This design comes from an exercise in tuning for small area on the open sky130 flow, not from production work.
In this exercise RTL edits were held to simulation tests only and were not proved equivalent to the original.
Power figures rest on the tool's default switching activity, not on a simulated workload.

==> design/flow/design.v <==
module top_mac_bfusion (clk, rst, accu_rst, a, w, config_aw, z);
	input               clk, rst, accu_rst;
	input        [31:0] a;
	input        [31:0] w;
	input         [2:0] config_aw;
	output reg   [19:0] z;
	wire [15:0] p;
	bf_prod prod (.a(a), .w(w), .cfg(config_aw), .p(p));
	reg [15:0] m1, m2;
	reg        rst_d, clr;
	wire        m011   = ~config_aw[2] & config_aw[0];
	wire [19:0] addend = {{4{m2[15]}}, m2[15:12], m011 ? m2[13:2] : m2[11:0]};
	wire [20:0] cy;
	wire [19:0] sum;
	assign cy[0] = 1'b0;
	genvar i;
	generate for (i = 0; i < 20; i = i + 1) begin : acc
		assign sum[i]  = z[i] ^ addend[i] ^ cy[i];
		assign cy[i+1] = (z[i] & addend[i]) | (cy[i] & (z[i] ^ addend[i]));
	end endgenerate
	always @(posedge clk) begin
		m1    <= p;
		m2    <= m1;
		rst_d <= rst;
		clr   <= rst | accu_rst | rst_d;
		z     <= clr ? 20'd0 : sum;
	end
endmodule
module bf_prod (input [31:0] a, input [31:0] w, input [2:0] cfg, output [15:0] p);
	wire m000 = ~cfg[1];
	wire m010 = (cfg[1] & ~cfg[2] & ~cfg[0]);
	wire m011 = (~cfg[2] & cfg[0]);
	wire m110 = (cfg[2] & ~cfg[0]);
	wire m111 = (cfg[2] & cfg[0]);
	wire as0 = (((~cfg[0] | ~cfg[2]) & a[12]) | (m111 & a[24]));
	wire ws1 = ((m010 & w[12]) | (m111 & w[6]));
	wire pp2 = as0 & ws1;
	wire as3 = (((~cfg[0] | cfg[2]) & a[0]));
	wire ws4 = w[0];
	wire pp5 = as3 & ws4;
	wire as6 = ((~cfg[2] & a[4]) | (m110 & a[8]) | (m111 & a[16]));
	wire ws7 = (((m010 | m110 | m111) & w[4]));
	wire pp8 = as6 & ws7;
	wire as9 = a[8];
	wire ws10 = ((m010 & w[8]) | (m111 & w[2]));
	wire pp11 = as9 & ws10;
	wire ws12 = (((m010 | m110 | m111) & w[5]));
	wire pp13 = (as6 & ws12) ^ m111;
	wire as14 = (((~cfg[0] | cfg[2]) & a[1]));
	wire pp15 = as14 & ws4;
	wire as16 = a[9];
	wire pp17 = as16 & ws10;
	wire ws18 = ((m010 & w[13]) | (m111 & w[7]));
	wire pp19 = (as0 & ws18) ^ m111;
	wire ws20 = w[1];
	wire pp21 = (as3 & ws20) ^ m111;
	wire as22 = ((~cfg[2] & a[5]) | (m110 & a[9]) | (m111 & a[17]));
	wire pp23 = as22 & ws7;
	wire as24 = (((~cfg[0] | ~cfg[2]) & a[13]) | (m111 & a[25]));
	wire pp25 = as24 & ws1;
	wire ws26 = ((m010 & w[9]) | (m111 & w[3]));
	wire pp27 = (as9 & ws26) ^ m111;
	wire as28 = ((m010 & a[5]) | (m011 & a[30]) | (cfg[2] & a[9]));
	wire ws29 = ((~cfg[0] & w[5]) | (m011 & w[30]) | (m111 & w[3]));
	wire pp30 = (as28 & ws29) ^ m111;
	wire as31 = a[8];
	wire ws32 = ((m011 & w[8]) | (m110 & w[6]));
	wire pp33 = as31 & ws32;
	wire as34 = (((~cfg[0] | cfg[2]) & a[12]) | (m011 & a[14]));
	wire ws35 = (((cfg[1] & ~cfg[2]) & w[14]));
	wire pp36 = as34 & ws35;
	wire as37 = (((~cfg[0] & ~cfg[2]) & a[6]) | (m011 & a[4]) | (m110 & a[10]) | (m111 & a[25]));
	wire ws38 = (((m010 | m011 | m110) & w[4]) | (m111 & w[7]));
	wire pp39 = (as37 & ws38) ^ m111;
	wire as40 = (((~cfg[0] | cfg[2]) & a[2]) | (m011 & a[0]));
	wire ws41 = w[0];
	wire pp42 = as40 & ws41;
	wire as43 = (((~cfg[0] | cfg[2]) & a[10]) | (m011 & a[16]));
	wire ws44 = ((m010 & w[8]) | (m011 & w[16]));
	wire pp45 = as43 & ws44;
	wire as46 = ((cfg[0] & a[26]));
	wire ws47 = (((~cfg[0] | ~cfg[2]) & w[26]) | (m111 & w[6]));
	wire pp48 = as46 & ws47;
	wire as49 = ((m010 & a[4]) | (m011 & a[6]));
	wire ws50 = w[6];
	wire pp51 = as49 & ws50;
	wire as52 = (((~cfg[0] | cfg[2]) & a[8]) | (m011 & a[10]));
	wire ws53 = (((cfg[1] & ~cfg[2]) & w[10]));
	wire pp54 = as52 & ws53;
	wire as55 = ((m011 & a[2]));
	wire ws56 = w[2];
	wire pp57 = as55 & ws56;
	wire as58 = ((m010 & a[13]) | (m011 & a[24]) | (m111 & a[17]));
	wire ws59 = ((~cfg[0] & w[13]) | (m011 & w[24]) | (m111 & w[5]));
	wire pp60 = (as58 & ws59) ^ m111;
	wire as61 = (((~cfg[0] | cfg[2]) & a[14]) | (m011 & a[12]));
	wire ws62 = (((cfg[1] & ~cfg[2]) & w[12]));
	wire pp63 = as61 & ws62;
	wire as64 = (((~cfg[0] | cfg[2]) & a[1]) | (m011 & a[28]));
	wire ws65 = (((~cfg[0] | cfg[2]) & w[1]) | (m011 & w[28]));
	wire pp66 = (as64 & ws65) ^ m111;
	wire as67 = ((~cfg[0] & a[0]) | (m011 & a[20]) | (m111 & a[10]));
	wire ws68 = (((~cfg[0] | cfg[2]) & w[2]) | (m011 & w[20]));
	wire pp69 = as67 & ws68;
	wire as70 = ((cfg[0] & a[18]));
	wire ws71 = (((~cfg[0] | ~cfg[2]) & w[18]) | (m111 & w[4]));
	wire pp72 = as70 & ws71;
	wire as73 = (((~cfg[0] | cfg[2]) & a[9]) | (m011 & a[22]));
	wire ws74 = ((m010 & w[9]) | (m011 & w[22]));
	wire pp75 = as73 & ws74;
	wire ws76 = (((cfg[1] & ~cfg[2]) & w[11]));
	wire pp77 = ~(as52 & ws76);
	wire as78 = ((m011 & a[21]));
	wire ws79 = w[20];
	wire pp80 = (as78 & ws79) | (m010 | m110 | m111);
	wire as81 = a[12];
	wire ws82 = ((m011 & w[13]));
	wire pp83 = ~(as81 & ws82);
	wire as84 = ((m010 & a[14]) | (m011 & a[25]));
	wire ws85 = (((~cfg[0] | cfg[2]) & w[13]) | (m011 & w[24]));
	wire pp86 = as84 & ws85;
	wire as87 = ((m010 & a[5]) | (m011 & a[7]));
	wire pp88 = as87 & ws50;
	wire ws89 = (((~cfg[0] | ~cfg[2]) & w[19]) | (m111 & w[5]));
	wire pp90 = ~(as70 & ws89);
	wire as91 = a[9];
	wire pp92 = as91 & ws32;
	wire as93 = (((~cfg[0] | cfg[2]) & a[10]) | (m011 & a[23]));
	wire pp94 = as93 & ws74;
	wire ws95 = (((~cfg[0] | cfg[2]) & w[3]) | (m011 & w[21]));
	wire pp96 = (as67 & ws95) ^ cfg[1];
	wire as97 = ((m011 & a[28]));
	wire ws98 = w[29];
	wire pp99 = ~(as97 & ws98);
	wire as100 = ((m011 & a[19]));
	wire ws101 = w[18];
	wire pp102 = as100 & ws101;
	wire ws103 = w[7];
	wire pp104 = ~(as49 & ws103);
	wire as105 = (((~cfg[0] | cfg[2]) & a[3]) | (m011 & a[1]));
	wire pp106 = as105 & ws41;
	wire as107 = (((~cfg[0] | cfg[2]) & a[13]) | (m011 & a[15]));
	wire pp108 = as107 & ws35;
	wire as109 = ((m010 & a[7]) | (m011 & a[5]) | (m110 & a[11]) | (m111 & a[19]));
	wire ws110 = w[4];
	wire pp111 = as109 & ws110;
	wire as112 = a[24];
	wire ws113 = ((m011 & w[25]));
	wire pp114 = ~(as112 & ws113);
	wire ws115 = w[1];
	wire pp116 = (as40 & ws115) ^ cfg[0];
	wire as117 = a[16];
	wire ws118 = ((m011 & w[17]));
	wire pp119 = ~(as117 & ws118);
	wire ws120 = (((cfg[1] & ~cfg[2]) & w[15]));
	wire pp121 = ~(as34 & ws120);
	wire as122 = (((~cfg[0] | cfg[2]) & a[11]) | (m011 & a[17]));
	wire pp123 = as122 & ws44;
	wire as124 = ((m011 & a[22]));
	wire ws125 = w[23];
	wire pp126 = ~(as124 & ws125);
	wire as127 = ((cfg[0] & a[27]));
	wire pp128 = as127 & ws47;
	wire as129 = ((m011 & a[30]));
	wire ws130 = w[31];
	wire pp131 = ~(as129 & ws130);
	wire as132 = ((~cfg[0] & a[1]) | (m011 & a[29]) | (m111 & a[11]));
	wire ws133 = (((~cfg[0] | cfg[2]) & w[2]) | (m011 & w[28]));
	wire pp134 = as132 & ws133;
	wire as135 = (((~cfg[0] | cfg[2]) & a[15]) | (m011 & a[13]));
	wire pp136 = as135 & ws62;
	wire as137 = ((m011 & a[4]));
	wire ws138 = w[5];
	wire pp139 = ~(as137 & ws138);
	wire ws140 = w[3];
	wire pp141 = ~(as55 & ws140);
	wire ws142 = (((~cfg[0] | ~cfg[2]) & w[27]) | (m111 & w[7]));
	wire pp143 = ~(as46 & ws142);
	wire as144 = (((~cfg[0] | cfg[2]) & a[9]) | (m011 & a[11]));
	wire pp145 = as144 & ws53;
	wire as146 = ((m011 & a[31]));
	wire ws147 = w[30];
	wire pp148 = as146 & ws147;
	wire ws149 = ((m011 & w[9]) | (m110 & w[7]));
	wire pp150 = ~(as31 & ws149);
	wire as151 = ((m010 & a[6]) | (m011 & a[3]) | (m110 & a[10]));
	wire ws152 = (((~cfg[0] | cfg[2]) & w[5]) | (m011 & w[2]));
	wire pp153 = as151 & ws152;
	wire ws154 = w[21];
	wire pp155 = ~(as78 & ws154);
	wire pp156 = (~(as127 & ws142)) & ~m000;
	wire pp157 = (~(as91 & ws149)) & ~m000;
	wire ws158 = w[5];
	wire pp159 = (as109 & ws158) ^ cfg[0];
	wire as160 = ((m000 & a[0]) | (m010 & a[11]) | (m011 & a[23]) | (m110 & a[12]) | (m111 & a[20]));
	wire ws161 = (((~cfg[1] | cfg[2]) & w[4]) | (m010 & w[9]) | (m011 & w[23]));
	wire pp162 = (as160 & ws161) ^ m011;
	wire pp163 = (~(as87 & ws103)) & ~m000;
	wire ws164 = w[19];
	wire pp165 = (~(as100 & ws164)) & ~m000;
	wire ws166 = (((~cfg[0] | cfg[2]) & w[3]) | (m011 & w[29]));
	wire pp167 = (as132 & ws166) ^ cfg[1];
	wire as168 = (((~cfg[1] | cfg[2]) & a[4]) | (m010 & a[10]) | (m011 & a[17]));
	wire ws169 = (((~cfg[1] | cfg[2]) & w[0]) | (m010 & w[10]) | (m011 & w[17]));
	wire pp170 = (as168 & ws169) ^ m011;
	wire ws171 = (((~cfg[0] | cfg[2]) & w[14]) | (m011 & w[25]));
	wire pp172 = (as84 & ws171) ^ m011;
	wire ws173 = (((~cfg[0] | cfg[2]) & w[6]) | (m011 & w[3]));
	wire pp174 = (as151 & ws173) ^ m011;
	wire as175 = ((m010 & a[15]) | (m011 & a[13]) | (m111 & a[28]));
	wire ws176 = (((~cfg[0] | ~cfg[2]) & w[13]) | (m111 & w[6]));
	wire pp177 = (as175 & ws176) ^ m011;
	wire pp178 = (~(as107 & ws120)) & ~m000;
	wire as179 = ((~cfg[0] & a[2]) | (m011 & a[31]) | (m111 & a[12]));
	wire ws180 = (((~cfg[0] | cfg[2]) & w[2]) | (m011 & w[31]));
	wire pp181 = (as179 & ws180) ^ m011;
	wire pp182 = (~(as144 & ws76)) & ~m000;
	wire pp183 = (as105 & ws115) ^ cfg[0];
	wire as184 = (((~cfg[1] | cfg[2]) & a[4]) | (m010 & a[14]));
	wire ws185 = (((m000 | m011 | m110 | m111) & w[1]) | (m010 & w[15]));
	wire pp186 = (as184 & ws185) ^ (m010 | m111);
	wire as187 = ((~cfg[0] & a[3]) | (m111 & a[13]));
	wire ws188 = w[2];
	wire pp189 = as187 & ws188;
	wire as190 = (((m000 | m011) & a[1]) | (m010 & a[11]) | (m110 & a[13]) | (m111 & a[21]));
	wire ws191 = (((~cfg[1] | cfg[2]) & w[4]) | (m010 & w[10]));
	wire pp192 = as190 & ws191;
	wire as193 = ((~cfg[2] & a[7]) | (m110 & a[11]) | (m111 & a[29]));
	wire ws194 = (((m010 | m110 | m111) & w[6]));
	wire pp195 = as193 & ws194;
	wire as196 = ((~cfg[0] & a[2]) | (m111 & a[12]));
	wire ws197 = w[3];
	wire pp198 = (as196 & ws197) ^ (m010 | m110 | m111);
	wire as199 = (((m000 | m011) & a[0]) | (m010 & a[10]) | (m110 & a[12]) | (m111 & a[20]));
	wire ws200 = (((~cfg[1] | cfg[2]) & w[5]) | (m010 & w[11]));
	wire pp201 = (as199 & ws200) ^ (m010 | m111);
	wire as202 = ((~cfg[2] & a[6]) | (m110 & a[10]) | (m111 & a[28]));
	wire ws203 = (((m010 | m110 | m111) & w[7]));
	wire pp204 = (~(as202 & ws203)) & ~(m000 | m011);
	wire as205 = (((~cfg[1] | cfg[2]) & a[5]) | (m010 & a[15]));
	wire ws206 = (((m000 | m011 | m110 | m111) & w[0]) | (m010 & w[14]));
	wire pp207 = as205 & ws206;
	wire pp208 = (as190 & ws200) ^ (m010 | m111);
	wire pp209 = (as187 & ws197) ^ (m010 | m110 | m111);
	wire as210 = (((~cfg[0] | ~cfg[2]) & a[4]) | (m111 & a[14]));
	wire ws211 = (((~cfg[1] | cfg[2]) & w[2]));
	wire pp212 = as210 & ws211;
	wire as213 = ((m000 & a[0]) | (m110 & a[12]) | (m111 & a[30]));
	wire ws214 = w[6];
	wire pp215 = as213 & ws214;
	wire pp216 = (as205 & ws185) ^ (m010 | m111);
	wire pp217 = (~(as193 & ws203)) & ~(m000 | m011);
	wire as218 = ((m000 & a[2]) | (m110 & a[14]) | (m111 & a[22]));
	wire ws219 = w[4];
	wire pp220 = as218 & ws219;
	wire as221 = a[6];
	wire ws222 = (((~cfg[1] | cfg[2]) & w[0]));
	wire pp223 = as221 & ws222;
	wire as224 = ((m000 & a[1]) | (m110 & a[13]) | (m111 & a[31]));
	wire pp225 = as224 & ws214;
	wire ws226 = (((~cfg[1] | cfg[2]) & w[1]));
	wire pp227 = (as221 & ws226) ^ m111;
	wire as228 = a[7];
	wire pp229 = as228 & ws222;
	wire ws230 = (((~cfg[1] | cfg[2]) & w[3]));
	wire pp231 = (as210 & ws230) ^ cfg[2];
	wire as232 = ((m000 & a[3]) | (m110 & a[15]) | (m111 & a[23]));
	wire pp233 = as232 & ws219;
	wire as234 = (((~cfg[0] | ~cfg[2]) & a[5]) | (m111 & a[15]));
	wire pp235 = as234 & ws211;
	wire ws236 = w[7];
	wire pp237 = ~(as213 & ws236);
	wire ws238 = w[5];
	wire pp239 = (as218 & ws238) ^ m111;
	wire pp240 = (as228 & ws226) ^ m111;
	wire as241 = ((m000 & a[2]) | (m110 & a[14]));
	wire ws242 = w[6];
	wire pp243 = (as241 & ws242) | m111;
	wire pp244 = (~(as224 & ws236)) & ~m011;
	wire as245 = a[4];
	wire ws246 = ((m000 & w[4]));
	wire pp247 = (as245 & ws246) | m110;
	wire as248 = (((m000 | m110) & a[6]));
	wire ws249 = w[2];
	wire pp250 = as248 & ws249;
	wire pp251 = (as232 & ws238) ^ m111;
	wire pp252 = (as234 & ws230) ^ cfg[2];
	wire as253 = a[5];
	wire pp254 = (as253 & ws246) | m110;
	wire ws255 = ((m000 & w[5]));
	wire pp256 = as245 & ws255;
	wire ws257 = w[3];
	wire pp258 = (as248 & ws257) ^ m110;
	wire ws259 = w[7];
	wire pp260 = (~(as241 & ws259)) & ~m010;
	wire as261 = (((m000 | m110) & a[7]));
	wire pp262 = as261 & ws249;
	wire as263 = ((m000 & a[3]) | (m110 & a[15]));
	wire pp264 = as263 & ws242;
	wire pp265 = ~(as263 & ws259);
	wire pp266 = (as261 & ws257) ^ m110;
	wire pp267 = (as253 & ws255) | m110;
	wire as268 = a[6];
	wire pp269 = as268 & ws246;
	wire ws270 = ((m000 & w[6]));
	wire pp271 = as245 & ws270;
	wire as272 = a[7];
	wire pp273 = as272 & ws246;
	wire pp274 = as253 & ws270;
	wire ws275 = ((m000 & w[7]));
	wire pp276 = (~(as245 & ws275)) & ~m111;
	wire pp277 = as268 & ws255;
	wire pp278 = as268 & ws270;
	wire pp279 = as272 & ws255;
	wire pp280 = (~(as253 & ws275)) & ~m110;
	wire pp281 = as272 & ws270;
	wire pp282 = ~(as268 & ws275);
	wire pp283 = ~(as272 & ws275);
	wire k284 = cfg[2];
	wire s285 = pp2 ^ pp5 ^ pp8;
	wire c286 = (pp2 & pp5) | (pp8 & (pp2 ^ pp5));
	wire s287 = pp11 ^ s285;
	wire c288 = pp11 & s285;
	wire s289 = pp13 ^ pp15 ^ pp17;
	wire c290 = (pp13 & pp15) | (pp17 & (pp13 ^ pp15));
	wire s291 = pp19 ^ pp21 ^ pp23;
	wire c292 = (pp19 & pp21) | (pp23 & (pp19 ^ pp21));
	wire s293 = pp25 ^ pp27 ^ c286;
	wire c294 = (pp25 & pp27) | (c286 & (pp25 ^ pp27));
	wire s295 = s289 ^ s291 ^ c288;
	wire c296 = (s289 & s291) | (c288 & (s289 ^ s291));
	wire s297 = s293 ^ s295;
	wire c298 = s293 & s295;
	wire s299 = pp30 ^ pp33 ^ pp36;
	wire c300 = (pp30 & pp33) | (pp36 & (pp30 ^ pp33));
	wire s301 = pp39 ^ pp42 ^ pp45;
	wire c302 = (pp39 & pp42) | (pp45 & (pp39 ^ pp42));
	wire s303 = pp48 ^ pp51 ^ pp54;
	wire c304 = (pp48 & pp51) | (pp54 & (pp48 ^ pp51));
	wire s305 = pp57 ^ pp60 ^ pp63;
	wire c306 = (pp57 & pp60) | (pp63 & (pp57 ^ pp60));
	wire s307 = pp66 ^ pp69 ^ pp72;
	wire c308 = (pp66 & pp69) | (pp72 & (pp66 ^ pp69));
	wire s309 = pp75 ^ c290 ^ c292;
	wire c310 = (pp75 & c290) | (c292 & (pp75 ^ c290));
	wire s311 = s299 ^ s301 ^ s303;
	wire c312 = (s299 & s301) | (s303 & (s299 ^ s301));
	wire s313 = s305 ^ s307 ^ c294;
	wire c314 = (s305 & s307) | (c294 & (s305 ^ s307));
	wire s315 = s309 ^ s311 ^ c296;
	wire c316 = (s309 & s311) | (c296 & (s309 ^ s311));
	wire s317 = s313 ^ c298 ^ s315;
	wire c318 = (s313 & c298) | (s315 & (s313 ^ c298));
	wire s319 = pp77 ^ pp80 ^ pp83;
	wire c320 = (pp77 & pp80) | (pp83 & (pp77 ^ pp80));
	wire s321 = pp86 ^ pp88 ^ pp90;
	wire c322 = (pp86 & pp88) | (pp90 & (pp86 ^ pp88));
	wire s323 = pp92 ^ pp94 ^ pp96;
	wire c324 = (pp92 & pp94) | (pp96 & (pp92 ^ pp94));
	wire s325 = pp99 ^ pp102 ^ pp104;
	wire c326 = (pp99 & pp102) | (pp104 & (pp99 ^ pp102));
	wire s327 = pp106 ^ pp108 ^ pp111;
	wire c328 = (pp106 & pp108) | (pp111 & (pp106 ^ pp108));
	wire s329 = pp114 ^ pp116 ^ pp119;
	wire c330 = (pp114 & pp116) | (pp119 & (pp114 ^ pp116));
	wire s331 = pp121 ^ pp123 ^ pp126;
	wire c332 = (pp121 & pp123) | (pp126 & (pp121 ^ pp123));
	wire s333 = pp128 ^ pp131 ^ pp134;
	wire c334 = (pp128 & pp131) | (pp134 & (pp128 ^ pp131));
	wire s335 = pp136 ^ pp139 ^ pp141;
	wire c336 = (pp136 & pp139) | (pp141 & (pp136 ^ pp139));
	wire s337 = pp143 ^ pp145 ^ pp148;
	wire c338 = (pp143 & pp145) | (pp148 & (pp143 ^ pp145));
	wire s339 = pp150 ^ pp153 ^ c300;
	wire c340 = (pp150 & pp153) | (c300 & (pp150 ^ pp153));
	wire s341 = c302 ^ c304 ^ c306;
	wire c342 = (c302 & c304) | (c306 & (c302 ^ c304));
	wire s343 = c308 ^ s319 ^ s321;
	wire c344 = (c308 & s319) | (s321 & (c308 ^ s319));
	wire s345 = s323 ^ s325 ^ s327;
	wire c346 = (s323 & s325) | (s327 & (s323 ^ s325));
	wire s347 = s329 ^ s331 ^ s333;
	wire c348 = (s329 & s331) | (s333 & (s329 ^ s331));
	wire s349 = s335 ^ s337 ^ s339;
	wire c350 = (s335 & s337) | (s339 & (s335 ^ s337));
	wire s351 = c310 ^ c312 ^ s341;
	wire c352 = (c310 & c312) | (s341 & (c310 ^ c312));
	wire s353 = s343 ^ s345 ^ s347;
	wire c354 = (s343 & s345) | (s347 & (s343 ^ s345));
	wire s355 = c314 ^ s349 ^ c316;
	wire c356 = (c314 & s349) | (c316 & (c314 ^ s349));
	wire s357 = s351 ^ s353 ^ s355;
	wire c358 = (s351 & s353) | (s355 & (s351 ^ s353));
	wire s359 = c318 ^ s357;
	wire c360 = c318 & s357;
	wire s361 = pp155 ^ pp156 ^ pp157;
	wire c362 = (pp155 & pp156) | (pp157 & (pp155 ^ pp156));
	wire s363 = pp159 ^ pp162 ^ pp163;
	wire c364 = (pp159 & pp162) | (pp163 & (pp159 ^ pp162));
	wire s365 = pp165 ^ pp167 ^ pp170;
	wire c366 = (pp165 & pp167) | (pp170 & (pp165 ^ pp167));
	wire s367 = pp172 ^ pp174 ^ pp177;
	wire c368 = (pp172 & pp174) | (pp177 & (pp172 ^ pp174));
	wire s369 = pp178 ^ pp181 ^ pp182;
	wire c370 = (pp178 & pp181) | (pp182 & (pp178 ^ pp181));
	wire s371 = pp183 ^ c320 ^ c322;
	wire c372 = (pp183 & c320) | (c322 & (pp183 ^ c320));
	wire s373 = c324 ^ c326 ^ c328;
	wire c374 = (c324 & c326) | (c328 & (c324 ^ c326));
	wire s375 = c330 ^ c332 ^ c334;
	wire c376 = (c330 & c332) | (c334 & (c330 ^ c332));
	wire s377 = c336 ^ c338 ^ s361;
	wire c378 = (c336 & c338) | (s361 & (c336 ^ c338));
	wire s379 = s363 ^ s365 ^ s367;
	wire c380 = (s363 & s365) | (s367 & (s363 ^ s365));
	wire s381 = s369 ^ c340 ^ c342;
	wire c382 = (s369 & c340) | (c342 & (s369 ^ c340));
	wire s383 = c344 ^ c346 ^ c348;
	wire c384 = (c344 & c346) | (c348 & (c344 ^ c346));
	wire s385 = s371 ^ s373 ^ s375;
	wire c386 = (s371 & s373) | (s375 & (s371 ^ s373));
	wire s387 = s377 ^ s379 ^ c350;
	wire c388 = (s377 & s379) | (c350 & (s377 ^ s379));
	wire s389 = s381 ^ c352 ^ c354;
	wire c390 = (s381 & c352) | (c354 & (s381 ^ c352));
	wire s391 = s383 ^ s385 ^ s387;
	wire c392 = (s383 & s385) | (s387 & (s383 ^ s385));
	wire s393 = c356 ^ s389 ^ s391;
	wire c394 = (c356 & s389) | (s391 & (c356 ^ s389));
	wire s395 = c358 ^ s393 ^ c360;
	wire c396 = (c358 & s393) | (c360 & (c358 ^ s393));
	wire s397 = pp186 ^ pp189 ^ pp192;
	wire c398 = (pp186 & pp189) | (pp192 & (pp186 ^ pp189));
	wire s399 = pp195 ^ pp198 ^ pp201;
	wire c400 = (pp195 & pp198) | (pp201 & (pp195 ^ pp198));
	wire s401 = pp204 ^ pp207 ^ c362;
	wire c402 = (pp204 & pp207) | (c362 & (pp204 ^ pp207));
	wire s403 = c364 ^ c366 ^ c368;
	wire c404 = (c364 & c366) | (c368 & (c364 ^ c366));
	wire s405 = c370 ^ s397 ^ s399;
	wire c406 = (c370 & s397) | (s399 & (c370 ^ s397));
	wire s407 = s401 ^ c372 ^ c374;
	wire c408 = (s401 & c372) | (c374 & (s401 ^ c372));
	wire s409 = c376 ^ c378 ^ c380;
	wire c410 = (c376 & c378) | (c380 & (c376 ^ c378));
	wire s411 = s403 ^ s405 ^ c382;
	wire c412 = (s403 & s405) | (c382 & (s403 ^ s405));
	wire s413 = c384 ^ c386 ^ s407;
	wire c414 = (c384 & c386) | (s407 & (c384 ^ c386));
	wire s415 = s409 ^ c388 ^ s411;
	wire c416 = (s409 & c388) | (s411 & (s409 ^ c388));
	wire s417 = c390 ^ s413 ^ c392;
	wire c418 = (c390 & s413) | (c392 & (c390 ^ s413));
	wire s419 = s415 ^ c394 ^ s417;
	wire c420 = (s415 & c394) | (s417 & (s415 ^ c394));
	wire s421 = c396 ^ s419;
	wire c422 = c396 & s419;
	wire s423 = k284 ^ pp208 ^ pp209;
	wire c424 = (k284 & pp208) | (pp209 & (k284 ^ pp208));
	wire s425 = pp212 ^ pp215 ^ pp216;
	wire c426 = (pp212 & pp215) | (pp216 & (pp212 ^ pp215));
	wire s427 = pp217 ^ pp220 ^ pp223;
	wire c428 = (pp217 & pp220) | (pp223 & (pp217 ^ pp220));
	wire s429 = c398 ^ c400 ^ s423;
	wire c430 = (c398 & c400) | (s423 & (c398 ^ c400));
	wire s431 = s425 ^ s427 ^ c402;
	wire c432 = (s425 & s427) | (c402 & (s425 ^ s427));
	wire s433 = c404 ^ c406 ^ s429;
	wire c434 = (c404 & c406) | (s429 & (c404 ^ c406));
	wire s435 = s431 ^ c408 ^ c410;
	wire c436 = (s431 & c408) | (c410 & (s431 ^ c408));
	wire s437 = s433 ^ c412 ^ c414;
	wire c438 = (s433 & c412) | (c414 & (s433 ^ c412));
	wire s439 = s435 ^ c416 ^ s437;
	wire c440 = (s435 & c416) | (s437 & (s435 ^ c416));
	wire s441 = c418 ^ s439 ^ c420;
	wire c442 = (c418 & s439) | (c420 & (c418 ^ s439));
	wire s443 = c422 ^ s441;
	wire c444 = c422 & s441;
	wire s445 = pp225 ^ pp227 ^ pp229;
	wire c446 = (pp225 & pp227) | (pp229 & (pp225 ^ pp227));
	wire s447 = pp231 ^ pp233 ^ pp235;
	wire c448 = (pp231 & pp233) | (pp235 & (pp231 ^ pp233));
	wire s449 = pp237 ^ pp239 ^ c424;
	wire c450 = (pp237 & pp239) | (c424 & (pp237 ^ pp239));
	wire s451 = c426 ^ c428 ^ s445;
	wire c452 = (c426 & c428) | (s445 & (c426 ^ c428));
	wire s453 = s447 ^ s449 ^ c430;
	wire c454 = (s447 & s449) | (c430 & (s447 ^ s449));
	wire s455 = s451 ^ c432 ^ s453;
	wire c456 = (s451 & c432) | (s453 & (s451 ^ c432));
	wire s457 = c434 ^ s455 ^ c436;
	wire c458 = (c434 & s455) | (c436 & (c434 ^ s455));
	wire s459 = c438 ^ s457 ^ c440;
	wire c460 = (c438 & s457) | (c440 & (c438 ^ s457));
	wire s461 = s459 ^ c442 ^ c444;
	wire c462 = (s459 & c442) | (c444 & (s459 ^ c442));
	wire s463 = pp240 ^ pp243 ^ pp244;
	wire c464 = (pp240 & pp243) | (pp244 & (pp240 ^ pp243));
	wire s465 = pp247 ^ pp250 ^ pp251;
	wire c466 = (pp247 & pp250) | (pp251 & (pp247 ^ pp250));
	wire s467 = pp252 ^ c446 ^ c448;
	wire c468 = (pp252 & c446) | (c448 & (pp252 ^ c446));
	wire s469 = s463 ^ s465 ^ c450;
	wire c470 = (s463 & s465) | (c450 & (s463 ^ s465));
	wire s471 = c452 ^ s467 ^ s469;
	wire c472 = (c452 & s467) | (s469 & (c452 ^ s467));
	wire s473 = c454 ^ s471 ^ c456;
	wire c474 = (c454 & s471) | (c456 & (c454 ^ s471));
	wire s475 = s473 ^ c458 ^ c460;
	wire c476 = (s473 & c458) | (c460 & (s473 ^ c458));
	wire s477 = s475 ^ c462;
	wire c478 = s475 & c462;
	wire s479 = pp254 ^ pp256 ^ pp258;
	wire c480 = (pp254 & pp256) | (pp258 & (pp254 ^ pp256));
	wire s481 = pp260 ^ pp262 ^ pp264;
	wire c482 = (pp260 & pp262) | (pp264 & (pp260 ^ pp262));
	wire s483 = c464 ^ c466 ^ s479;
	wire c484 = (c464 & c466) | (s479 & (c464 ^ c466));
	wire s485 = s481 ^ c468 ^ s483;
	wire c486 = (s481 & c468) | (s483 & (s481 ^ c468));
	wire s487 = c470 ^ s485 ^ c472;
	wire c488 = (c470 & s485) | (c472 & (c470 ^ s485));
	wire s489 = s487 ^ c474 ^ c476;
	wire c490 = (s487 & c474) | (c476 & (s487 ^ c474));
	wire s491 = s489 ^ c478;
	wire c492 = s489 & c478;
	wire s493 = pp265 ^ pp266 ^ pp267;
	wire c494 = (pp265 & pp266) | (pp267 & (pp265 ^ pp266));
	wire s495 = pp269 ^ pp271 ^ c480;
	wire c496 = (pp269 & pp271) | (c480 & (pp269 ^ pp271));
	wire s497 = c482 ^ s493 ^ s495;
	wire c498 = (c482 & s493) | (s495 & (c482 ^ s493));
	wire s499 = c484 ^ s497 ^ c486;
	wire c500 = (c484 & s497) | (c486 & (c484 ^ s497));
	wire s501 = s499 ^ c488 ^ c490;
	wire c502 = (s499 & c488) | (c490 & (s499 ^ c488));
	wire s503 = s501 ^ c492;
	wire c504 = s501 & c492;
	wire s505 = pp273 ^ pp274 ^ pp276;
	wire c506 = (pp273 & pp274) | (pp276 & (pp273 ^ pp274));
	wire s507 = pp277 ^ c494 ^ s505;
	wire c508 = (pp277 & c494) | (s505 & (pp277 ^ c494));
	wire s509 = c496 ^ s507 ^ c498;
	wire c510 = (c496 & s507) | (c498 & (c496 ^ s507));
	wire s511 = s509 ^ c500 ^ c502;
	wire c512 = (s509 & c500) | (c502 & (s509 ^ c500));
	wire s513 = c504 ^ s511;
	wire c514 = c504 & s511;
	wire s515 = pp278 ^ pp279 ^ pp280;
	wire c516 = (pp278 & pp279) | (pp280 & (pp278 ^ pp279));
	wire s517 = c506 ^ s515 ^ c508;
	wire c518 = (c506 & s515) | (c508 & (c506 ^ s515));
	wire s519 = s517 ^ c510 ^ c512;
	wire c520 = (s517 & c510) | (c512 & (s517 ^ c510));
	wire s521 = c514 ^ s519;
	wire c522 = c514 & s519;
	wire s523 = pp281 ^ pp282 ^ c516;
	wire c524 = (pp281 & pp282) | (c516 & (pp281 ^ pp282));
	wire s525 = s523 ^ c518 ^ c520;
	wire c526 = (s523 & c518) | (c520 & (s523 ^ c518));
	wire s527 = c522 ^ s525;
	wire c528 = c522 & s525;
	wire s529 = pp283 ^ c524 ^ c526;
	wire c530 = (pp283 & c524) | (c526 & (pp283 ^ c524));
	wire s531 = c528 ^ s529;
	wire c532 = c528 & s529;
	wire s533 = 1'b1 ^ c530 ^ c532;
	wire c534 = (1'b1 & c530) | (c532 & (1'b1 ^ c530));
	wire [15:0] s = {s533, s531, s527, s521, s513, s503, s491, s477, s461, s443, s421, s395, s359, s317, s297, s287};
	assign p = s[15:0];
endmodule
==> design/flow/flow/run.sh <==
#!/bin/bash
# Standard ORFS layout with three changes, none of which touches the registers:
#  1. after the standard synthesis the full adders are re-polarised to drop
#     inverters between them (fixpol.py);
#  2. the remaining plain logic is mapped again by ABC for area (reabc.py);
#  3. ports are buffered with the smallest buffer, and the clock tree is
#     built without dummy loads.
set -euo pipefail
W=$PWD
R=$W/orfs/results/${FLOW_PLATFORM}/top_mac_bfusion/base
LIB=$FLOW_HOME/platforms/${FLOW_PLATFORM}/lib/sky130_fd_sc_hd__tt_025C_1v80.lib
YOSYS=$FLOW_HOME/../tools/install/yosys/bin/yosys
[ -x "$YOSYS" ] || YOSYS=yosys
export BUFFER_PORTS_ARGS="-buffer_cell sky130_fd_sc_hd__buf_1"
export CTS_ARGS="-sink_clustering_enable -sink_clustering_size 60 -sink_clustering_max_diameter 400 -repair_clock_nets -buf_list sky130_fd_sc_hd__clkbuf_16 -dont_use_dummy_load"
bash standard.sh "$R/1_2_yosys.v" > synth.log 2>&1
cp "$R/1_2_yosys.v" "$W/1_2_yosys.std.v"
python3 flow/fixpol.py "$R/1_2_yosys.v" --free-logic > fixpol.log 2>&1
mkdir -p "$W/reabc"
python3 flow/reabc.py "$LIB" "$R/1_2_yosys.v" "$W/reabc/mid.v" > reabc_py.log 2>&1
printf 'strash\n&get -n\n&st\n&dch -f\n&nf -R 1000\n&put\ntopo\n' > "$W/reabc/area.script"
cat > "$W/reabc/r.ys" <<EOT
read_liberty -lib $LIB
read_verilog $W/reabc/mid.v
hierarchy -top $FLOW_TOP
proc; opt -fast; techmap; opt -fast
abc -liberty $LIB -script $W/reabc/area.script -dont_use *probe* -dont_use *lpflow* -dont_use *clkdly* -dont_use *dlygate* -dont_use *dlymetal*
opt_clean -purge
hilomap -singleton -hicell sky130_fd_sc_hd__conb_1 HI -locell sky130_fd_sc_hd__conb_1 LO
setundef -zero
splitnets
opt_clean -purge
write_verilog -noattr -noexpr -nohex -nodec $W/reabc/out.v
EOT
"$YOSYS" -l reabc_yosys.log -q "$W/reabc/r.ys" > /dev/null 2>&1
cp "$W/reabc/out.v" "$R/1_2_yosys.v"
python3 flow/fixpol.py "$R/1_2_yosys.v" > fixpol2.log 2>&1
bash standard.sh > layout.log 2>&1
==> design/flow/flow/fixpol.py <==
"""Re-polarise full adders in a mapped sky130 netlist to remove inverters.

A full adder is self-dual: FA(~a,~b,~c) = (~sum, ~cout). For each fa cell we
choose whether it works on the complements of its signals, so that as few
inverters as possible are needed between cells. The logic function of every
net that leaves the adders (flip-flop inputs, ports, other gates) is kept.
usage: fixpol.py netlist.v  (rewrites the file in place)
"""
import re, sys, random

path = sys.argv[1]
FREE = '--free-logic' in sys.argv[2:]
src = open(path).read()
inst_re = re.compile(r'^(\s*)(sky130_fd_sc_hd__\w+)\s+(\S+)\s*\((.*?)\);\n', re.S | re.M)
pin_re = re.compile(r'\.(\w+)\(\s*([^()]*?)\s*\)')
OUTS = {'X', 'Y', 'SUM', 'COUT', 'Q', 'Q_N', 'HI', 'LO'}

cells = []
for m in inst_re.finditer(src):
    pins = [(p, n.strip()) for p, n in pin_re.findall(m.group(4))]
    cells.append(dict(span=m.span(), ind=m.group(1), type=m.group(2), name=m.group(3), pins=pins))

drv = {}
for i, c in enumerate(cells):
    for p, n in c['pins']:
        if p in OUTS and n: drv[n] = (i, p)

def is_inv(c):
    return re.match(r'sky130_fd_sc_hd__(inv|clkinv)_\d+$', c['type']) is not None
def is_fa(c):
    return re.match(r'sky130_fd_sc_hd__fa_\d+$', c['type']) is not None

def is_logic(c):
    return not re.match(r'sky130_fd_sc_hd__(fa|ha|df|sdf|edf|dl|conb|inv|clkinv)', c['type'])

def pin(c, p):
    for q, n in c['pins']:
        if q == p: return n
    return None

# literal of a net: (base net, polarity) following inverters
def lit(n):
    pol = 0
    seen = 0
    while n in drv and is_inv(cells[drv[n][0]]) and seen < 50:
        n = pin(cells[drv[n][0]], 'A'); pol ^= 1; seen += 1
    return (n, pol)

fas = [i for i, c in enumerate(cells) if is_fa(c)]
fa_out = {}  # base net -> fa index (nets driven by fa outputs)
for i in fas:
    for p in ('SUM', 'COUT'):
        n = pin(cells[i], p)
        if n: fa_out[n] = i

# consumers: list of (kind, cellidx or None, pin, wanted literal)
# kind 'fa' -> wanted polarity toggles with flip of that fa; else fixed.
cons = []
port_outs = set()
for i, c in enumerate(cells):
    if is_inv(c): continue
    for p, n in c['pins']:
        if p in OUTS or not n: continue
        if n.startswith("1'b") or re.match(r"^\d+'", n): 
            continue
        kind = 'fa' if is_fa(c) else ('free' if FREE and is_logic(c) else 'fix')
        cons.append((kind, i, p, lit(n)))
# inverter outputs that feed ports/other non-cell sinks: keep inverters whose output
# is a module output port net (not consumed by cells). Find port names.
hdr = src[:cells[0]['span'][0]] if cells else src
outports = set()
for m in re.finditer(r'^\s*output\s+(\[(\d+):(\d+)\]\s*)?(\S+);', hdr, re.M):
    if m.group(1):
        for k in range(int(m.group(3)), int(m.group(2)) + 1): outports.add(f'{m.group(4)}[{k}]')
    else: outports.add(m.group(4))
for i, c in enumerate(cells):
    if is_inv(c):
        y = pin(c, 'Y')
        if y in outports: cons.append(('fix', None, None, lit(y)))
for n in outports:
    if n in drv and not is_inv(cells[drv[n][0]]):
        pass

flip = {i: 0 for i in fas}

def prod_pol(base):
    i = fa_out.get(base)
    return flip[i] if i is not None else 0

def need_set():
    s = set()
    for kind, i, p, (b, q) in cons:
        if kind == 'fa': q ^= flip[i]
        if b in fa_out or True:
            if q != prod_pol(b): s.add((b, q))
    return s

def cost():
    return len(need_set())

# local search
by_base = {}
for k, (kind, i, p, (b, q)) in enumerate(cons):
    by_base.setdefault(b, []).append(k)
def inv_needed_for(b):
    if FREE and b in drv and is_logic(cells[drv[b][0]]): return 0
    pp = prod_pol(b)
    qs = set()
    for k in by_base.get(b, []):
        kind, i, p, (bb, q) = cons[k]
        if kind == 'free': continue
        if kind == 'fa': q ^= flip[i]
        qs.add(q)
    return 1 if (pp ^ 1) in qs else 0
def touched(i):
    c = cells[i]
    bs = set()
    for p in ('SUM', 'COUT'):
        n = pin(c, p)
        if n: bs.add(n)
    for p in ('A', 'B', 'CIN'):
        bs.add(lit(pin(c, p))[0])
    return bs
T = {i: touched(i) for i in fas}
start = cost()
rnd = random.Random(1)
import math
cur = sum(inv_needed_for(b) for b in by_base)
best = cur; bestflip = dict(flip)
N = max(1, len(fas))
iters = 4000 * N
for it in range(iters):
    T0 = 2.0 * (0.02/2.0) ** (it/iters)
    i = fas[rnd.randrange(N)]
    before = sum(inv_needed_for(b) for b in T[i])
    flip[i] ^= 1
    d = sum(inv_needed_for(b) for b in T[i]) - before
    if d <= 0 or rnd.random() < math.exp(-d/T0):
        cur += d
        if cur < best: best = cur; bestflip = dict(flip)
    else:
        flip[i] ^= 1
flip.update(bestflip)
end = cost()

# rewrite
names = set(re.findall(r'^\s*wire\s+(?:\[[^\]]*\]\s*)?(\S+);', src, re.M))
cnt = [0]
def newnet():
    while True:
        cnt[0] += 1
        n = f'_pol{cnt[0]}_'
        if n not in names: names.add(n); return n
phys = {}     # base -> physical net carrying produced polarity
for i in fas:
    if flip[i]:
        for p in ('SUM', 'COUT'):
            n = pin(cells[i], p)
            if n: phys[n] = newnet()
lits = {}     # (base, pol) -> net carrying that literal
new_invs = []
def get(b, q):
    if (b, q) in lits: return lits[(b, q)]
    pp = prod_pol(b)
    pn = phys.get(b, b)
    if q == pp: lits[(b, q)] = pn; return pn
    # need an inverter from pn
    if pp == 1 and q == 0: out = b            # restore original net name
    else: out = newnet()
    new_invs.append((pn, out))
    lits[(b, q)] = out
    return out

edits = {}
for idx, c in enumerate(cells):
    if is_inv(c): continue
    newpins = []
    for p, n in c['pins']:
        if p in OUTS:
            if is_fa(c) and flip[idx] and n: n = phys[n]
            newpins.append((p, n)); continue
        if not n or n.startswith("1'b") or re.match(r"^\d+'", n):
            newpins.append((p, n)); continue
        b, q = lit(n)
        if is_fa(c): q ^= flip[idx]
        newpins.append((p, get(b, q)))
    edits[idx] = newpins
for n in outports:
    if n in drv and is_inv(cells[drv[n][0]]):
        b, q = lit(n)
        got = get(b, q)
        if got != n: new_invs.append((got, n)); 
# make sure flipped fa outputs that are original nets with consumers wanting pol 0 exist
for b in phys:
    pass

def fmt(n):
    return n + ' ' if n.startswith('\\') else n
out = []
pos = 0
first = cells[0]['span'][0]
decl = ''.join(f'  wire {n};\n' for n in sorted(names - set(re.findall(r'^\s*wire\s+(?:\[[^\]]*\]\s*)?(\S+);', src, re.M))))
out.append(src[:first]); out.append(decl)
pos = first
k = 0
for idx, c in enumerate(cells):
    s, e = c['span']
    out.append(src[pos:s]); pos = e
    if is_inv(c): continue
    body = ',\n'.join(f'    .{p}({fmt(n)})' for p, n in edits[idx])
    out.append(f"{c['ind']}{c['type']} {c['name']} (\n{body}\n  );\n")
for a, y in new_invs:
    k += 1
    out.append(f'  sky130_fd_sc_hd__inv_1 _polinv{k}_ (\n    .A({fmt(a)}),\n    .Y({fmt(y)})\n  );\n')
out.append(src[pos:])
open(path, 'w').write(''.join(out))
ninv_old = sum(1 for c in cells if is_inv(c))
print(f'fixpol: {len(fas)} full adders, {sum(flip.values())} flipped; inverters {ninv_old} -> {len(new_invs)} (needed literals {start} -> {end})')
==> design/flow/flow/reabc.py <==
"""Turn every plain logic cell of a mapped sky130 netlist back into a Boolean
assign (from the liberty functions), keeping flip-flops, full and half adders
and tie cells as instances, so ABC can map that logic again.
usage: reabc.py lib in.v out.v"""
import re, sys
lib, src, dst = sys.argv[1:4]
L = open(lib).read()
func = {}
parts = re.split(r'\n\s*cell\s*\(\s*"?(sky130_fd_sc_hd__\w+)"?\s*\)', L)
for i in range(1, len(parts), 2):
    body = parts[i + 1]
    outs = {}
    for m in re.finditer(r'pin\s*\(\s*"?(\w+)"?\s*\)\s*\{', body):
        seg = body[m.end():m.end() + 4000]
        d = re.search(r'direction\s*:\s*"?(\w+)"?', seg)
        f = re.search(r'function\s*:\s*"([^"]*)"', seg.split('pin (')[0] if 'pin (' in seg else seg)
        if d and d.group(1) == 'output' and f:
            outs[m.group(1)] = f.group(1)
    func[parts[i]] = outs
KEEP = re.compile(r'sky130_fd_sc_hd__(fa|ha|df|conb|sdf|edf|dl)')
def conv(f, pins):
    f = f.replace('!', '~').replace('+', '|').replace('*', '&')
    toks = re.findall(r"[A-Za-z_][A-Za-z0-9_]*|[~&|^()]|'", f)
    out = []
    prev = None
    for t in toks:
        operand_start = re.match(r'[A-Za-z_]', t) or t in ('(', '~')
        if prev is not None and operand_start and (re.match(r'[A-Za-z_]', prev) or prev == ')' or prev == "'"):
            out.append('&')
        if t == "'":
            # postfix complement: wrap previous operand
            out[-1] = '~' + out[-1]; prev = "'"; continue
        out.append(f'({pins[t]})' if re.match(r'[A-Za-z_]', t) else t)
        prev = t
    return ' '.join(out)
v = open(src).read()
inst_re = re.compile(r'^(\s*)(sky130_fd_sc_hd__\w+)\s+(\S+)\s*\((.*?)\);\n', re.S | re.M)
pin_re = re.compile(r'\.(\w+)\(\s*([^()]*?)\s*\)')
def fmt(n): return n + ' ' if n.startswith('\\') else n
def repl(m):
    t = m.group(2)
    if KEEP.match(t) or t not in func or not func[t]:
        return m.group(0)
    pins = {p: fmt(n.strip()) for p, n in pin_re.findall(m.group(4))}
    s = ''
    for o, f in func[t].items():
        if o in pins and pins[o].strip():
            s += f'  assign {pins[o]} = {conv(f, pins)};\n'
    return s
open(dst, 'w').write(inst_re.sub(repl, v))
==> design/flow/standard.sh <==
#!/bin/bash
# synth_recipe.tcl (not shown) runs the flow's synth.tcl, then flattens the netlist and writes it again
# the make line also repeats each setting of config.mk as NAME=value (left out here)
make -C /OpenROAD-flow-scripts/flow DESIGN_CONFIG=/design/flow/config.mk WORK_HOME=/design/flow/orfs CLKGATE_MAP_FILE= SYNTH_SCRIPT=/design/flow/synth_recipe.tcl "${@:-finish}"
==> design/flow/config.mk <==
export PLATFORM = sky130hd
export DESIGN_NAME = top_mac_bfusion
export DESIGN_NICKNAME = top_mac_bfusion
export VERILOG_FILES = /design/flow/design.v
export SDC_FILE = /design/flow/constraint.sdc
export NUM_CORES = 4
export LEC_CHECK = 0
export CAP_MARGIN = 5
export CORE_MARGIN = 2
export CORE_UTILIZATION = 60
export CTS_BUF_LIST = sky130_fd_sc_hd__clkbuf_8
export GPL_TIMING_DRIVEN = 0
export SLEW_MARGIN = 5
==> design/flow/constraint.sdc <==
create_clock -name core_clock -period 10.0 [get_ports {clk}]
set_input_delay 2.0000 -clock core_clock [delete_from_list [all_inputs] [get_ports {clk}]]
set_output_delay 2.0000 -clock core_clock [all_outputs]
set_load 0.01 [all_outputs]
==> results of run 1 <==
routing by layer:
| layer | global-route usage | vias to the layer above | wire length [um] |
|---|---|---|---|
| li1 | - | 2315 | - |
| met4 | 0.200 | 2 | 1450 |
| met1 | 0.496 | 2656 | 6980 |
| met2 | 0.566 | 449 | 8970 |
| met5 | 0 | - | 16 |
| met3 | 0.112 | 126 | 2560 |
timing repair:
action / CTS / global route
pin swaps: 0 / 3
gates resized for setup: 17 / 8
gates cloned: 0 / 3
endpoints found under the setup margin: 6 / 4
setup buffers: 7 / 11
worst paths after layout:
check,to,slack [ps],start,cells after the start
min reg2reg,m2[5]$_DFF_P_,320,m1[5]$_DFF_P_,0
max reg2reg,z[19]$_SDFF_PP0_,2050,m2[2]$_DFF_P_,23
max,z[19]$_SDFF_PP0_,210,config_aw[2],26
min,m2[5]$_DFF_P_,320,m1[5]$_DFF_P_,0
registers in the layout (all words and copies together) (netlist names):
name	count
clr	1
m1	16
m2	16
rst_d	1
z	20
placed cells by master, fill, tap and decap left out, types with 3 or more instances in the layout:
master / n
a21oi_1: 44
nand2b_1: 5
fa_1: 129
ha_1: 13
nand3_1: 27
or3_1: 4
and2_0: 12
a31o_1: 5
a32o_1: 6
nand2_1: 103
nor3_1: 8
a211oi_1: 4
nor2_1: 38
nor2b_1: 29
buf_12: 3
clkbuf_16: 5
nand2_2: 3
a22o_1: 6
buf_4: 18
and3_1: 13
o21ai_0: 23
a21o_1: 3
a31oi_1: 12
mux2i_1: 4
dfxtp_1: 54
inv_1: 7
nor2_2: 3
xnor2_1: 8
buf_1: 86
power by group:
| group | switching (uW) | total (uW) | internal, uW |
|---|---|---|---|
| registers | 40.4 | 370 | 330 |
| logic | 679 | 1270 | 592 |
| clock network | 68.8 | 157 | 88.6 |
worst max-delay path, cell delays in order:
cell	delay, ps
buf_12	160
clkinvlp_4	160
nand2_8	90
nor2_2	100
nor2_1	50
ha_1	180
fa_1	380
fa_1	390
fa_1	390
fa_1	380
fa_1	380
fa_1	390
fa_1	390
fa_1	390
fa_1	380
fa_1	390
fa_1	390
fa_2	350
fa_1	380
fa_1	400
fa_1	380
fa_1	390
fa_1	390
fa_1	390
xnor2_1	170
nor2_1	50
final cells by class:
cell class | count | area (um2)
multi-input combinational | 539 | 4950
clock buffer | 5 | 125
fill | 766 | 2840
sequential | 54 | 1080
timing repair buffer | 108 | 523
tap | 133 | 166
inverter | 9 | 41.3
metrics by stage:
| step | total power (uW) | instances |
|---|---|---|
| floorplan | 1210 | 599 |
| detailed placement | 1550 | 822 |
| CTS | 1820 | 834 |
| finish | 1800 | 848 |
| global route | 2000 | 848 |
| global placement | 1480 | 821 |
==> impl_metrics.tcl, run 1 <==
set metrics [dict create \
    status "finished clean" \
    cp-start-kind "input pin" \
    gp_congestion 0.976 \
    finalSetupTns_ps 0 \
    hp-class "flop to flop" \
    drt_iter0_markers 713 \
    hold_slack_ps 320 \
    fin_skew_ps 12.1 \
    grt_pass1_wl_mm 30.8 \
    drive_gt1_frac 0.0601 \
    cts_inserted_buffers 5 \
    grt_pass1_vias 5775 \
    grt_util_all_layers 0.376 \
    setup_viol 0 \
    io_pins 90 \
    grt_max_degree 44 \
    wl_per_cell_um 23.6 \
    synth_warnings 1 \
    nets 930 \
    syn-cell-area_um2 5980 \
    drc 0 \
    die_x_um 104 \
    utilization 0.708 \
    root_buffer "clkbuf_16" \
    vias_per_cell 6.54 \
    dpl_cell_area_um2 6520 \
    cts_buffer_depth 2 \
    min_period_ps 9790 \
    worstPathMaxFanout 36 \
    setup_ws_ps 214 \
    place_ws_ps -1130 \
    firstDrtPassIters 6 \
    slew_violations 0 \
    cts_tree "done" \
    worst_setup_path_end_kind "flop" \
    clock_latency_ps 290 \
    powerDensity_nw_per_um2 261 \
    critPathRequiredTime_ps 10140 \
    port_buffers 89 \
    final_area_um2 6890 \
    arrival_ps 9930 \
    htreeDepth 2 \
    n_antenna_cell 0 \
    slew_headroom 0.290 \
    routed_wl_mm 20.0 \
    ir_worst_vdd_mv 0.313 \
    worstSetupPathType "input pin to flop" \
    core_um2 9730 \
    fin_crit_sh 0.979 \
    syn_area_per_cell_um2 9.99 \
    row_count 36 \
    start_util 0.615 \
    max_slew.worst_pin.slew_ps 1060 \
    hold_viol 0 \
    cts_hold_buf 0 \
    antenna_found_initial 0 \
    synth_nets 812 \
    path_clk_slew_ps 60 \
    clock_sinks 54 \
    hpwlAfterDp_mm 14.8 \
    cap_violations 0 \
    dieHeight_um 104 \
    syn_to_final_growth_pct 15.1 \
    grt-ovfl-total 0 \
    syn_inst 599 \
    p_leak_uw 0.00284 \
    vias 5548 \
    fmax_mhz 102 \
    final_antenna_net_count 0 \
    dieArea_um2 10800 \
]
==> run 2: changes to the inputs <==
--- a/design/flow/flow/run.sh
+++ b/design/flow/flow/run.sh
@@ -13,5 +13,5 @@
 [ -x "$YOSYS" ] || YOSYS=yosys
 export BUFFER_PORTS_ARGS="-buffer_cell sky130_fd_sc_hd__buf_1"
-export CTS_ARGS="-sink_clustering_enable -sink_clustering_size 60 -sink_clustering_max_diameter 400 -repair_clock_nets -buf_list sky130_fd_sc_hd__clkbuf_16 -dont_use_dummy_load"
+export CTS_ARGS="-sink_clustering_enable -sink_clustering_size 30 -sink_clustering_max_diameter 400 -repair_clock_nets -buf_list sky130_fd_sc_hd__clkbuf_8 -dont_use_dummy_load"
 bash standard.sh "$R/1_2_yosys.v" > synth.log 2>&1
 cp "$R/1_2_yosys.v" "$W/1_2_yosys.std.v"
==> run 2 against run 1 <==
Core utilization decreased by 1.5 points. Combinational power down 9%. Via count decreased by 1.6%. Power shrank 8.9%. Flip-flop and latch count unchanged. Sequential power barely moved. Fmax rose by 0.25%. Synthesized area unchanged. Setup slack better by 25 ps. Clock power decreased by 31%. Clock skew grew 6.3 ps. Critical path type unchanged.
==> impl_metrics.tcl, run 2 <==
set metrics [dict create \
    final_common_cell "fa_1" \
    drc 0 \
    clockPowerShare 0.066 \
    dpl_cell_area_um2 6520 \
    p_switching_uw 714 \
    final_area_um2 6750 \
    grt_pass1_vias 5711 \
    crit_path_top_delay_cell "fa_1" \
    syn_to_final_growth_pct 12.7 \
    worstSetupPathType "input pin to flop" \
    hpwlAfterDp_mm 14.8 \
    path_clk_slew_ps 80 \
    max_stage_delay_ps 400 \
    cap_violations 0 \
    fin_crit_sh 0.976 \
    status "finished clean" \
    largest_reg_flops 20 \
    max_slew.worst_pin.slew_ps 1070 \
    mostFrequentLayoutCells "128 x fa_1, 104 x nand2_1, 86 x buf_1" \
    worst_setup_path_end_kind "flop" \
    clock_latency_ps 310 \
    top_regs "z: 20 flops, m1: 16 flops, m2: 16 flops" \
    routed_wl_mm 19.4 \
    hold_viol 0 \
    drive_gt1_frac 0.0440 \
    ir_worst_vdd_mv 0.251 \
    arrival_ps 9920 \
    regMostFlops "z" \
    start_util 0.615 \
    grt_util_met2 0.545 \
    syn_area_per_cell_um2 9.99 \
    vias 5457 \
    grt_use_met1 0.489 \
    n_antenna_cell 0 \
    cts_inserted_buffers 5 \
    grt-busiest-layer "met2" \
    grt_util_all_layers 0.368 \
    syn_inst 599 \
    powerDensity_nw_per_um2 243 \
    row_count 36 \
    fin_skew_ps 18.4 \
    grt_pass1_wl_mm 30.3 \
    min_period_ps 9760 \
    slew_headroom 0.287 \
    cts_tree "done" \
    synth_nets 812 \
    die_x_um 104 \
    hp-class "flop to flop" \
    port_buffers 89 \
    io_pins 90 \
    cts_hold_buf 0 \
    firstDrtPassIters 8 \
    fmax_mhz 102 \
    pwr-share-comb 0.709 \
    final_antenna_net_count 0 \
    gp_congestion 0.976 \
    clock_sinks 54 \
    p_leak_uw 0.00276 \
    rsz0062_at_grt "no" \
    antenna_found_initial 0 \
    cts_buffer_depth 2 \
    htreeDepth 2 \
    worstPathMaxFanout 35 \
    nets 920 \
    slew_violations 0 \
    core_um2 9730 \
    cp-start-kind "input pin" \
    grt_max_degree 44 \
    hold_slack_ps 326 \
    syn-cell-area_um2 5980 \
    nFillCells 790 \
    seqPwrFrac 0.225 \
    dieHeight_um 104 \
    synth_warnings 1 \
    critPathRequiredTime_ps 10160 \
    cpMostUsedCell "fa_1" \
    wl_per_cell_um 23.1 \
    switching_share 0.436 \
    drt_iter0_markers 649 \
    dieArea_um2 10800 \
    grt-ovfl-total 0 \
    root_buffer "clkbuf_8" \
    setup_viol 0 \
    met3_usage 0.116 \
    vias_per_cell 6.51 \
    power.internal_uw 924 \
]
run 2: worst paths after layout:
path / startpoint / endpoint / slack, ps / depth (start not counted)
worst max-delay path: config_aw[2] / z[19]$_SDFF_PP0_ / 240 / 26
worst min register to register: m1[5]$_DFF_P_ / m2[5]$_DFF_P_ / 330 / 0
worst min-delay path: m1[5]$_DFF_P_ / m2[5]$_DFF_P_ / 330 / 0
worst max register to register: m2[2]$_DFF_P_ / z[19]$_SDFF_PP0_ / 2090 / 23
run 2: critical path, delay by kind of cell:
kind	cells	cell delay, ps
adder cells (fa/ha/maj)	19	7080
XOR/XNOR	1	170
AND/OR/NAND/NOR	4	300
buffers and inverters	2	340
run 2: power groups by stage:
stage          logic (uW)  clock network (uW)  registers (uW)
3_5_place_dp         1180                   0             373
2_1_floorplan         841                   0             368
6_report             1160                 108             369
3_3_place_gp         1110                   0             371
5_1_grt              1380                 118             378
4_1_cts              1190                 109             369
run 2: stage by stage:
stage               std cells  utilization  setup slack (ps)  setup TNS [ps]  power (uW)
finish                    838        0.693               239               0        1640
global route              838        0.693              18.7               0        1880
CTS                       832        0.686              15.1               0        1670
detailed placement        822        0.670             -1130           -5600        1550
global placement          821        0.667             -2170          -18900        1480
floorplan                 599            -              27.6               0        1210
run 2: repair_timing:
action	CTS	global route
endpoints found under the setup margin	6	4
buffers inserted	5	4
pin swaps	0	2
gates cloned	0	2
resized for setup	13	8
run 2: layout make-up:
type	instances	area, um2	share of cell area
Tap cell	133	166	0.0247
Multi-Input combinational cell	538	4940	0.732
Clock buffer	5	68.8	0.0102
Timing Repair Buffer	99	450	0.0668
Inverter	9	41.3	0.00612
Sequential cell	54	1080	0.160
run 2: per-layer routing:
| layer | vias up | routed length, um |
|---|---|---|
| met2 | 450 | 8710 |
| li1 | 2289 | - |
| met1 | 2615 | 6800 |
| met5 | - | 0 |
| met3 | 103 | 2620 |
| met4 | 0 | 1240 |
==> run 3: changes to the inputs <==
--- a/design/flow/flow/run.sh
+++ b/design/flow/flow/run.sh
@@ -13,5 +13,5 @@
 [ -x "$YOSYS" ] || YOSYS=yosys
 export BUFFER_PORTS_ARGS="-buffer_cell sky130_fd_sc_hd__buf_1"
-export CTS_ARGS="-sink_clustering_enable -sink_clustering_size 30 -sink_clustering_max_diameter 400 -repair_clock_nets -buf_list sky130_fd_sc_hd__clkbuf_8 -dont_use_dummy_load"
+export CTS_ARGS="-sink_clustering_enable -repair_clock_nets -buf_list sky130_fd_sc_hd__clkbuf_8 -dont_use_dummy_load"
 bash standard.sh "$R/1_2_yosys.v" > synth.log 2>&1
 cp "$R/1_2_yosys.v" "$W/1_2_yosys.std.v"
==> run 3 against run 2 <==
Still clean. Clock skew unchanged. Critical path type unchanged. Synthesized cell count unchanged. First-iteration DRC count unchanged.
==> impl_metrics.tcl, run 3 <==
set metrics [dict create \
    powerDensity_nw_per_um2 243 \
    critPathRequiredTime_ps 10160 \
    max_stage_delay_ps 400 \
    ir_worst_vdd_mv 0.251 \
    grt_max_degree 44 \
    io_pins 90 \
    grt_pass1_wl_mm 30.3 \
    clock_latency_ps 310 \
    path_clk_slew_ps 80 \
    syn_to_final_growth_pct 12.7 \
    cap_violations 0 \
    root_buffer "clkbuf_8" \
    p_leak_uw 0.00276 \
    dieArea_um2 10800 \
    hold_viol 0 \
    antenna_found_initial 0 \
    status "finished clean" \
    hp-class "flop to flop" \
    drc 0 \
    rsz0062_at_grt "no" \
    drive_gt1_frac 0.0440 \
    max_slew.worst_pin.slew_ps 1070 \
    arrival_ps 9920 \
    cts_tree "done" \
    dieHeight_um 104 \
    row_count 36 \
    power_uw 1640 \
    firstDrtPassIters 8 \
    worst_setup_path_end_kind "flop" \
    syn_area_per_cell_um2 9.99 \
    grt-ovfl-total 0 \
    worstPathMaxFanout 35 \
    largest_reg_flops 20 \
    wl_per_cell_um 23.1 \
    nets 920 \
    hpwlAfterDp_mm 14.8 \
    cpMostUsedCell "fa_1" \
    drt_iter0_markers 649 \
    grt_util_all_layers 0.368 \
    final_common_cell "fa_1" \
    setup_viol 0 \
    fin_skew_ps 18.4 \
    synth_nets 812 \
    cts_buffer_depth 2 \
    worst-path-buf-inv 2 \
    final_antenna_net_count 0 \
    slew_violations 0 \
    synth_warnings 1 \
    vias_per_cell 6.51 \
    regMostFlops "z" \
    min_period_ps 9760 \
    clock_sinks 54 \
    syn_inst 599 \
    top_regs "z: 20 flops, m1: 16 flops, m2: 16 flops" \
    port_buffers 89 \
    crit_path_top_delay_cell "fa_1" \
    utilization 0.693 \
    cts_inserted_buffers 5 \
    cp-start-kind "input pin" \
    fin_crit_sh 0.976 \
    mostFrequentLayoutCells "128 x fa_1, 104 x nand2_1, 86 x buf_1" \
    htreeDepth 2 \
    core_um2 9730 \
    slew_headroom 0.287 \
    n_antenna_cell 0 \
    cts_hold_buf 0 \
    crit_family "adder cells" \
    grt_pass1_vias 5711 \
    nFillCells 790 \
    fmax_mhz 102 \
    worstSetupPathType "input pin to flop" \
    die_x_um 104 \
    vias 5457 \
    routed_wl_mm 19.4 \
    start_util 0.615 \
    syn-cell-area_um2 5980 \
    gp_congestion 0.976 \
]
## run 3: cell counts in the layout (fill, tap and decap cells not counted)
No cell type changed its count.
## run 3: area by class of cell
cell class	count	area (um2)	area share
clock buffer	5	68.8	0.0102
inverter	9	41.3	0.00612
multi-input combinational	538	4940	0.732
sequential	54	1080	0.160
tap	133	166	0.0247
timing repair buffer	99	450	0.0668
## run 3: worst paths after layout
path	startpoint	end	slack, ps	depth (start not counted)
worst max-delay path	config_aw[2]	z[19]$_SDFF_PP0_	240	26
worst min-delay path	m1[5]$_DFF_P_	m2[5]$_DFF_P_	330	0
worst max register to register	m2[2]$_DFF_P_	z[19]$_SDFF_PP0_	2090	23
worst min register to register	m1[5]$_DFF_P_	m2[5]$_DFF_P_	330	0
## run 3: through the flow
step	setup slack, ps	instances	hold WS [ps]	TNS (ps)	area [um2]
global placement	-2170	821	312	-18900	6490
floorplan	27.6	599	310	0	5990
finish	239	838	326	0	6750
CTS	15.1	832	326	0	6670
detailed placement	-1130	822	312	-5600	6520
global route	18.7	838	328	0	6750
## run 3: routing by layer
metal / vias to the layer above / GRT usage / part of all wire
li1: 2289 / - / -
met1: 2615 / 0.489 / 0.35
met2: 450 / 0.545 / 0.45
met3: 103 / 0.116 / 0.14
met4: 0 / 0.190 / 0.064
met5: - / 0 / 0
## run 3: repair_timing
| item | in CTS | in global routing |
|---|---|---|
| resized for setup | 13 | 8 |
| pin swaps | 0 | 2 |
| cloned | 0 | 2 |
| setup buffers | 5 | 4 |
| setup endpoints to repair | 6 | 4 |
## run 3: worst reg2reg max path, delay by kind of cell, from the launching register on
kind | cells | cell delay [ps]
simple gates | 3 | 200
flops | 1 | 330
xor+xnor | 1 | 170
fa+ha+maj | 19 | 7080
## run 3: power by group
| part | total (uW) | switching, uW | internal [uW] |
|---|---|---|---|
| clock | 108 | 62.2 | 45.3 |
| combinational | 1160 | 612 | 549 |
| sequential | 369 | 39.5 | 330 |

-- port drivers added, routing unchanged --
Ports are ideal in the flow. The routed layouts listed here were re-timed in OpenROAD. Step 1 (the two cells are an assumption about what drives the block):
set clk [get_ports {clk}]
set_driving_cell -lib_cell sky130_fd_sc_hd__clkbuf_16 $clk
set_driving_cell -lib_cell sky130_fd_sc_hd__buf_2 [delete_from_list [all_inputs] $clk]
Step 2, shift: input delay + t, output delay - t, t = (earliest + latest rising clock arrival at the registers) / 2. This alone moves slack from input paths to output paths. Three values: ideal ports, drivers, drivers and shift; two values: the first two.
run | shift t [ns] | setup WS [ns] | hold WS [ns] | latest minus earliest clock arrival (ns) | worst data-port slew with drivers (ns)
run 1 | 0.313 | 0.214 / 0.179 / -0.134 | 0.320 / 0.320 / 0.320 | 0.012 / 0.012 | 0.06
run 2 | 0.322 | 0.239 / 0.223 / -0.099 | 0.326 / 0.326 / 0.326 | 0.018 / 0.018 | 0.06
run 3 | 0.322 | 0.239 / 0.223 / -0.099 | 0.326 / 0.326 / 0.326 | 0.018 / 0.018 | 0.06
Met with ideal ports but missed after step 2: setup timing in every run listed. For run 1, which loses most, drivers alone change the setup slack by -0.035 ns; drivers and shift together by -0.348 ns.
